What follows belongs to an exercise in optimizing a design on an open flow for small area, a short achievable clock period and few clock cycles per item; a production flow would make more cautious choices. Function was checked by simulation only, so behaviour that the tests miss may differ from the original.

// tanh
module tanh (
    input  clk,
    input  rst,
    input  [13:0] i_x,
    input  i_valid,
    output o_ready,
    output [13:0] o_fx,
    output o_valid,
    input  i_ready
);
For scale: ~3000 cells after synthesis, ~34 I/O pins.
Settings: LEC_CHECK=0, CAP_MARGIN=20, CORE_MARGIN=2, CORE_UTILIZATION=40, CTS_CLUSTER_DIAMETER=150, CTS_CLUSTER_SIZE=30, SETUP_SLACK_MARGIN=4.7, SLEW_MARGIN=20, SYNTH_HIERARCHICAL=1, SYNTH_MINIMUM_KEEP_SIZE=0; clock period 8.0 ns.
run.sh (not shown) runs the stock make flow with config.mk's settings and CLKGATE_MAP_FILE= SYNTH_SCRIPT=/design/flow/synth_recipe.tcl, a recipe that flattens the netlist after the stock synthesis.
The baseline finished with timing, DRC and antenna clean.
Testbench counts at the start, summed over its fixed seeds: cycles 16,112, items 16,000.
Rerun with:
- CTS_CLUSTER_DIAMETER: 150 -> default
- CTS_CLUSTER_SIZE: 30 -> default
=> Final cell count came out higher by 2.2%; design area climbs by 3.6%; synthesized cell count does not change.
Rerun with:
- CTS_CLUSTER_DIAMETER: default -> 110
- CTS_CLUSTER_SIZE: default -> 18
- The new run went through all stages and came out clean
- non-clock buffer count came out lower by 6
- cell count drops by 1.8%
- via count drops by 1.3%
- count of clock-buffer cells in the layout decreases by 30
- wire length falls by about 1%
- hold slack barely changes
- worst setup slack gains 3.6 ps
Rerun with:
- CELL_PAD_IN_SITES_DETAIL_PLACEMENT: default -> 0
- CELL_PAD_IN_SITES_GLOBAL_PLACEMENT: default -> 0
- CTS_CLUSTER_DIAMETER: 110 -> default
- CTS_CLUSTER_SIZE: 18 -> default
Effect: Wire length climbs slightly; cell area is higher by a few percent.

---

build 12:
tanh again, from the RTL that the note above started with.
Settings: LEC_CHECK=0, CAP_MARGIN=20, CORE_MARGIN=2, CORE_UTILIZATION=40, CTS_CLUSTER_DIAMETER=120, CTS_CLUSTER_SIZE=22, SETUP_SLACK_MARGIN=4.7, SLEW_MARGIN=20, SYNTH_HIERARCHICAL=1, SYNTH_MINIMUM_KEEP_SIZE=0; clock period 8.0 ns.
Testbench counts of build 12, summed over its fixed seeds: cycles 16,112, items 16,000.
Inputs modified between build 12 and build 82:
- CTS_CLUSTER_SIZE: 22 -> unset
- SETUP_SLACK_MARGIN: 4.7 -> 4.5
- CTS_CLUSTER_DIAMETER: 120 -> unset
==> comparison <==
Build 82 was carried through to the last stage, and its layout satisfied the timing, design-rule and antenna checks. Build 12 ran to completion and came out clean on the timing, design-rule and antenna checks. Any difference in total die area between build 82 and build 12 is small enough to ignore. Between build 12 and build 82, the post-placement cell count figures differ only marginally. Going from build 12 to build 82, the final cycle utilization of the critical path was found to have gone up by 2.0 points. Delta (build 82 minus build 12): number of global-route vias before repair picked up an extra about 1.5%, final cell count lost 26, required time reported for the critical path endpoint neither gained nor lost much, utilization after layout picked up an extra 0.48 points. Measured against each other, build 82 and build 12 differ in critical-path maximum fanout, the higher figure coming from build 82.
The inputs of build 72 differ from those of build 82 as listed below.
- swapping 4.5 for 4.7 in SETUP_SLACK_MARGIN
- putting TNS_END_PERCENT at 20 where nothing was set
- putting CTS_CLUSTER_SIZE at 22 where nothing was set
- putting CTS_CLUSTER_DIAMETER at 120 where nothing was set
Between build 82 and build 72, the difference in via count is negligible. Build 72: no failed stages, no open violations at the end. As far as final cell count is concerned, build 72 and build 82 perform about the same. Compared with build 82, build 72 shows a lower count of clock-net buffers in the final layout.
--- input diff build 72..build 51 ---
- putting GPL_ROUTABILITY_DRIVEN at 0 where nothing was set
- clearing CTS_CLUSTER_DIAMETER, which used to be 120
- clearing TNS_END_PERCENT, which used to be 20
- clearing CTS_CLUSTER_SIZE, which used to be 22
--- outcome ---
Number of post-CTS setup repair buffers in build 51 vs build 72: up 25
Cell total after placement of build 72 is on par with build 51.
The global-route wire length before repair of build 51 is higher than that of build 72.
The flow did not stop early for build 51: all stages ran, and the layout cleared the timing, design-rule and antenna checks.

---

tanh again, from the RTL that the note above started with.
==> flow/config.mk <==
export PLATFORM = sky130hd
export DESIGN_NAME = tanh
export DESIGN_NICKNAME = tanh
export VERILOG_FILES = /design/flow/design.v
export SDC_FILE = /design/flow/constraint.sdc
export NUM_CORES = 4
export LEC_CHECK = 0
export CAP_MARGIN = 20
export CORE_MARGIN = 2
export CORE_UTILIZATION = 40
export SETUP_SLACK_MARGIN = 4.85
export SLEW_MARGIN = 20
export SYNTH_HIERARCHICAL = 1
export SYNTH_MINIMUM_KEEP_SIZE = 0
==> flow/constraint.sdc <==
create_clock -name core_clock -period 8.0 [get_ports {clk}]
set_input_delay 1.6000 -clock core_clock [delete_from_list [all_inputs] [get_ports {clk}]]
set_output_delay 1.6000 -clock core_clock [all_outputs]
set_load 0.01 [all_outputs]
The baseline ran to the end with no violations.
Testbench counts at the start, summed over its fixed seeds: cycles 16,112, items 16,000.
Rerun with:
- CTS_CLUSTER_DIAMETER: default -> 100
- CTS_CLUSTER_SIZE: default -> 26
- SETUP_SLACK_MARGIN: 4.85 -> 4.7
Result: The new run completed without violations. Setup slack got worse by 0.075 ns. Sequential cell count does not change. Global-route usage came out lower by 1.1 points. Die area does not change.

[separate check: timing with driven ports]
The results above use ideal ports. As a check the final layouts listed here were re-extracted and re-timed, cells and wires unchanged. Step 1 assumes that a clkbuf_16 drives the clock port and a buf_2 every other input. Step 2 also shifts input and output timing later by t, the mid clock arrival at the registers, as if the neighbouring blocks saw the same clock. Three values: no drivers, after step 1, after step 2; two values: the first two.
| run | shift t [ns] | setup slack, ns | worst setup path at the end |
|---|---|---|---|
| the first run of note 1 | 0.667 | 4.753 / 4.753 / 4.257 | input to register |
| the second run of note 1 | 0.671 | 4.803 / 4.782 / 4.262 | input to register |
| the third run of note 1 | 0.655 | 4.806 / 4.802 / 4.250 | input to register |
| the fourth run of note 1 | 0.671 | 4.803 / 4.782 / 4.262 | input to register |
| build 12 | 0.647 | 4.825 / 4.811 / 4.251 | input to register |
| build 82 | 0.673 | 4.665 / 4.604 / 4.223 | input to register |
| build 72 | 0.643 | 4.670 / 4.636 / 4.222 | input to register |
| build 51 | 0.684 | 4.744 / 4.744 / 4.230 | input to register |
| the first run of note 3 | 0.680 | 4.876 / 4.853 / 4.507 | input to register |
| the second run of note 3 | 0.683 | 4.802 / 4.761 / 4.259 | input to register |
After both steps setup and hold are still met in every run listed. The setup slack of build 12, which loses most, moves by -0.014 ns with the drivers and by -0.574 ns with both steps.
